Background: an optimization exercise with open tools, aiming at small area, a short achievable clock period and few clock cycles. Do not read the settings as production practice.
Function was checked by simulation only, so behaviour that the tests miss may differ from the original.
Power figures rest on the tool's default switching activity, not on a simulated workload.

indigo:
==> flow/design.v (excerpt) <==
module Top(
    Clk,
    Reset,
    Data_in,
    Wr_En,
    Outputs,
    Re
    );
Size: roughly 2700 cells after synthesis, about 1200 flip-flops, ~9 I/O pins, roughly 36000 µm² of cells after synthesis.
clock: 7.0 ns
lec_check: 0
abc_clock_period_in_ps: 3000
cap_margin: 20
core_margin: 2
core_utilization: 65
cts_buf_list: sky130_fd_sc_hd__clkbuf_8
cts_cluster_diameter: 40
cts_cluster_size: 16
place_density: 0.75
setup_slack_margin: 4.0
slew_margin: 20
run.sh (not shown) runs the stock make flow with config.mk's settings and CLKGATE_MAP_FILE= SYNTH_SCRIPT=/design/flow/synth_recipe.tcl, a recipe that flattens the netlist after the stock synthesis.
indigo ran to completion and came out clean on the timing, design-rule and antenna checks.
Testbench counts of indigo, summed over its fixed seeds: cycles 11,476.
## Diff of input files: cedar against indigo
- changing CORE_UTILIZATION from 65 to 40
- removing PLACE_DENSITY (formerly 0.75)
- cedar against indigo; final net count is up slightly.
- Summary — share of post-route cells with drive strength above 1, cedar relative to indigo: higher, by 1.4 points.
- Row sequential share of layout area: cedar lower / indigo higher
- Any difference in register cell area after layout between cedar and indigo is small enough to ignore.
- In cedar, the buffering overhead came out 0.19 points above the value in indigo.
- Delta (cedar minus indigo): met2 track demand over resource decreased 18 points, design area increased 2.5%, sum of buffers and inverters on the critical path increased 1.
Changes in xenon relative to cedar:
- ABC_CLOCK_PERIOD_IN_PS: 3000 -> 2600
- SETUP_SLACK_MARGIN: 4.0 -> 4.4
==> comparison <==
- xenon closes out successfully: all stages finished, all timing, DRC and antenna checks passed.
- Looking at slowest cell on the critical path, the sky130_fd_sc_hd__xor2_1 result is from cedar; the sky130_fd_sc_hd__edfxtp_1 one comes from xenon.
- Lower total global routing track utilization goes to cedar over xenon.
- xenon -> cedar: area after synthesis delta 0, exact match
- xenon ended up with a higher total power after layout than cedar did.
## Diff of input files: pepper against xenon
- changing ABC_CLOCK_PERIOD_IN_PS from 2600 to 3000
- changing SETUP_SLACK_MARGIN from 4.4 to 3.6
The hold slack in pepper sits 7.7 ps above the value recorded for xenon.
pepper ended up with a lower combinational fraction of design power than xenon did.
xenon → pepper: cell area down 3100 µm²; overall die area neither gained nor lost much.

========
Another version of the RTL of Top (not shown whole).
Size in the first run: about 9 I/O pins.
make LEC_CHECK=0 ABC_AREA=1 CAP_MARGIN=20 CORE_MARGIN=2 CORE_UTILIZATION=62 CTS_BUF_LIST=sky130_fd_sc_hd__clkbuf_8 CTS_CLUSTER_DIAMETER=45 CTS_CLUSTER_SIZE=20 PLACE_DENSITY=0.7 SETUP_SLACK_MARGIN=4.3 SLEW_MARGIN=20 finish   # period 7.0 ns
Testbench counts at the start, summed over its fixed seeds: cycles 11,427.
Next try:
Settings changed: ABC_AREA 1 to unset, ABC_CLOCK_PERIOD_IN_PS set to 3000, CORE_UTILIZATION 62 to 65, CTS_CLUSTER_DIAMETER 45 to 40, CTS_CLUSTER_SIZE 20 to 16, PLACE_DENSITY 0.7 to 0.75, SETUP_SLACK_MARGIN 4.3 to 4.15.
Synthesized cell count falls by 12%.
Cell count falls by 11%.
Combinational power rises by about 10%.
Total power rises by 3.2%.
Non-clock buffer count falls by 1.
Design area hardly moves.
Wire length rises by 2.9%.
Worst setup slack gets worse by 0.12 ns.
Next try:
Settings changed: ABC_AREA set to 1, ABC_CLOCK_PERIOD_IN_PS 3000 to unset, CTS_CLUSTER_DIAMETER 40 to 45, CTS_CLUSTER_SIZE 16 to 20, SETUP_SLACK_MARGIN 4.15 to 4.3.
- non-clock buffer count came out lower by 14
- cell area went down by 1.4%
- worst hold slack hardly moves
- clock-buffer cell count decreases by 24
- die area is about the same
- flip-flop and latch count does not change
- sequential share of layout area rises by 0.87 points
Next try:
Settings changed: SETUP_SLACK_MARGIN 4.3 to 4.45.
What happened: Hold slack gains 0.0048 ns. Global-route usage is higher by 0.27 points. Power is higher slightly. Via count is higher by a few percent. Final area is higher by a few percent. Count of clock-buffer cells in the layout stays the same.
Next try:
Settings changed: CTS_CLUSTER_DIAMETER 45 to 40, CTS_CLUSTER_SIZE 20 to 16, SETUP_SLACK_MARGIN 4.45 to 4.3.
The changed run produced a clean layout.
Clock-buffer cell count rose by 16.
Area after synthesis stays the same.
Final area fell by 1.8%.
Power rose by 0.72%.
Setup slack got worse by 0.086 ns.
Global-route usage fell by 0.47 points.

========
Setup of run 1:
Starting RTL as in the previous note.
make LEC_CHECK=0 ABC_CLOCK_PERIOD_IN_PS=3000 CAP_MARGIN=20 CORE_MARGIN=2 CORE_UTILIZATION=65 CTS_BUF_LIST=sky130_fd_sc_hd__clkbuf_8 CTS_CLUSTER_DIAMETER=40 CTS_CLUSTER_SIZE=16 PLACE_DENSITY=0.75 SETUP_SLACK_MARGIN=4.3 SLEW_MARGIN=20 finish   # period 7.0 ns
Run 1 reached the final stage; the timing, design-rule and antenna checks on its layout passed.
Testbench counts of run 1, summed over its fixed seeds: cycles 11,427.
The inputs of run 2 differ from those of run 1 as listed below.
# run 1
export LEC_CHECK = 0
export ABC_CLOCK_PERIOD_IN_PS = 3000
export CAP_MARGIN = 20
export CORE_MARGIN = 2
export CORE_UTILIZATION = 65
export CTS_BUF_LIST = sky130_fd_sc_hd__clkbuf_8
export CTS_CLUSTER_DIAMETER = 40
export CTS_CLUSTER_SIZE = 16
export PLACE_DENSITY = 0.75
export SETUP_SLACK_MARGIN = 4.3
export SLEW_MARGIN = 20
create_clock -name core_clock -period 7.0 [get_ports {Clk}]
# run 2
export LEC_CHECK = 0
export ABC_AREA = 1
export CAP_MARGIN = 20
export CORE_MARGIN = 2
export CORE_UTILIZATION = 65
export CTS_BUF_LIST = sky130_fd_sc_hd__clkbuf_8
export CTS_CLUSTER_DIAMETER = 45
export CTS_CLUSTER_SIZE = 20
export PLACE_DENSITY = 0.75
export SETUP_SLACK_MARGIN = 4.15
export SLEW_MARGIN = 20
create_clock -name core_clock -period 7.0 [get_ports {Clk}]
Findings:
The global-route total usage across every layer of run 2 falls short of that of run 1 by 1.7 points.
Run 2 vs run 1: number of non-filler instances in the completed layout up by a little under 10%
The power drawn by the combinational cells in run 2 was lower than what run 1 gave.
Highest attainable clock frequency is higher on run 1
Sort run 2 and run 1 by minimum setup slack in the final design, descending, and run 1 comes first.
diff inputs: run 2 => run 3
# run 2
export LEC_CHECK = 0
export ABC_AREA = 1
export CAP_MARGIN = 20
export CORE_MARGIN = 2
export CORE_UTILIZATION = 65
export CTS_BUF_LIST = sky130_fd_sc_hd__clkbuf_8
export CTS_CLUSTER_DIAMETER = 45
export CTS_CLUSTER_SIZE = 20
export PLACE_DENSITY = 0.75
export SETUP_SLACK_MARGIN = 4.15
export SLEW_MARGIN = 20
create_clock -name core_clock -period 7.0 [get_ports {Clk}]
# run 3
export LEC_CHECK = 0
export ABC_CLOCK_PERIOD_IN_PS = 3000
export CAP_MARGIN = 20
export CORE_MARGIN = 2
export CORE_UTILIZATION = 65
export CTS_BUF_LIST = sky130_fd_sc_hd__clkbuf_8
export CTS_CLUSTER_DIAMETER = 45
export CTS_CLUSTER_SIZE = 20
export PLACE_DENSITY = 0.75
export SETUP_SLACK_MARGIN = 4.15
export SLEW_MARGIN = 20
create_clock -name core_clock -period 7.0 [get_ports {Clk}]
- From run 2 to run 3 the numbers moved as follows: total power consumption of the routed design went up about 6%; synthesized-area fraction occupied by xor and xnor cells went up.
- On run 3: count of multi-input gates is 217 lower than what run 2 gave.
Edits applied to the flow inputs when going from run 3 to run 4:
# run 3
export LEC_CHECK = 0
export ABC_CLOCK_PERIOD_IN_PS = 3000
export CAP_MARGIN = 20
export CORE_MARGIN = 2
export CORE_UTILIZATION = 65
export CTS_BUF_LIST = sky130_fd_sc_hd__clkbuf_8
export CTS_CLUSTER_DIAMETER = 45
export CTS_CLUSTER_SIZE = 20
export PLACE_DENSITY = 0.75
export SETUP_SLACK_MARGIN = 4.15
export SLEW_MARGIN = 20
create_clock -name core_clock -period 7.0 [get_ports {Clk}]
# run 4
export LEC_CHECK = 0
export ABC_AREA = 1
export CAP_MARGIN = 10
export CORE_MARGIN = 2
export CORE_UTILIZATION = 65
export CTS_BUF_LIST = sky130_fd_sc_hd__clkbuf_8
export CTS_CLUSTER_DIAMETER = 45
export CTS_CLUSTER_SIZE = 20
export PLACE_DENSITY = 0.75
export SETUP_SLACK_MARGIN = 4.3
export SLEW_MARGIN = 10
create_clock -name core_clock -period 7.0 [get_ports {Clk}]
### Flow results
Run 3 has a lower worst reg-to-reg setup slack than run 4. In the metrics for run 3 and run 4, the one carrying the higher overall routing resource usage is run 3. Run 4 against run 3; total length of routed met2 wires is down by more than 10%. Run 4 ended with less first-pass GRT wire length than run 3. Against run 3 as the reference, run 4 delivers a lower critical path's largest stage delay.
For run 5, these inputs were changed with respect to run 4:
# run 4
export LEC_CHECK = 0
export ABC_AREA = 1
export CAP_MARGIN = 10
export CORE_MARGIN = 2
export CORE_UTILIZATION = 65
export CTS_BUF_LIST = sky130_fd_sc_hd__clkbuf_8
export CTS_CLUSTER_DIAMETER = 45
export CTS_CLUSTER_SIZE = 20
export PLACE_DENSITY = 0.75
export SETUP_SLACK_MARGIN = 4.3
export SLEW_MARGIN = 10
create_clock -name core_clock -period 7.0 [get_ports {Clk}]
# run 5
export LEC_CHECK = 0
export ABC_CLOCK_PERIOD_IN_PS = 3000
export CAP_MARGIN = 20
export CORE_MARGIN = 2
export CORE_UTILIZATION = 65
export CTS_BUF_LIST = sky130_fd_sc_hd__clkbuf_8
export CTS_CLUSTER_DIAMETER = 50
export CTS_CLUSTER_SIZE = 22
export PLACE_DENSITY = 0.75
export SETUP_SLACK_MARGIN = 4.15
export SLEW_MARGIN = 20
create_clock -name core_clock -period 7.0 [get_ports {Clk}]
Findings:
- Number of enable flip-flop cells after synthesis of run 4 is on par with run 5.
- Run 5 vs run 4: post-route met1 wirelength up in run 5
- The number of filler instances in the final layout of run 5 is lower than that of run 4.
- Re power per cell area: run 4 and run 5 aren't equal, and the higher value belongs to run 5.
- The setup slack of run 5 is smaller than that of run 4.
- The hold slack number comes out lower for run 5 vs run 4.
- Run 5 vs run 4, area of all placed cells without fillers went down by about 1.5%.
- Count of clock-buffer cells in the layout: run 5 vs run 4 down about 13%
- Changes observed in run 5 relative to run 4: count of inserted antenna diode cells dropped 1; met1 track utilization from global routing climbed 1.8 points; fmax dropped about 3.6%.

==> static timing again, ports no longer ideal <==
No port has a modelled driver above. Below, the same layouts with a new extraction and two added sets of constraints.
Step 1: set_driving_cell puts a clkbuf_16 on Clk and a buf_2 on each other input, an assumption about the parent block.
Step 2 also shifts input and output timing later by t, the mid clock arrival at the registers, as if the neighbouring blocks saw the same clock.
Three values: ideal, step 1, step 2; two values: the first two.
run | shift t [ns] | setup WS [ns] | slew at the worst register clock pin (ns)
indigo | 0.786 | 4.046 / 4.046 / 4.046 | 0.10 / 0.10
cedar | 0.799 | 3.978 / 3.978 / 3.978 | 0.09 / 0.09
xenon | 0.845 | 4.082 / 4.082 / 4.082 | 0.10 / 0.10
pepper | 0.834 | 3.666 / 3.666 / 3.666 | 0.10 / 0.10
the first run of note 2 | 0.794 | 4.214 / 4.204 / 4.214 | 0.12 / 0.12
the second run of note 2 | 0.799 | 4.092 / 4.092 / 4.092 | 0.10 / 0.10
the third run of note 2 | 0.774 | 4.168 / 4.168 / 4.168 | 0.12 / 0.12
the fourth run of note 2 | 0.763 | 4.154 / 4.154 / 4.154 | 0.12 / 0.12
the fifth run of note 2 | 0.786 | 4.068 / 4.068 / 4.068 | 0.10 / 0.10
run 1 | 0.800 | 4.134 / 4.134 / 3.867 | 0.10 / 0.10
run 2 | 0.777 | 4.102 / 4.102 / 4.102 | 0.12 / 0.12
run 3 | 0.799 | 4.055 / 4.055 / 4.055 | 0.11 / 0.11
run 4 | 0.774 | 4.168 / 4.168 / 4.168 | 0.12 / 0.12
run 5 | 0.768 | 4.062 / 4.062 / 4.062 | 0.12 / 0.12
After both steps setup and hold are still met in every run listed. The setup slack of run 1, which loses most, moves by 0.000 ns with the drivers and by -0.267 ns with both steps.
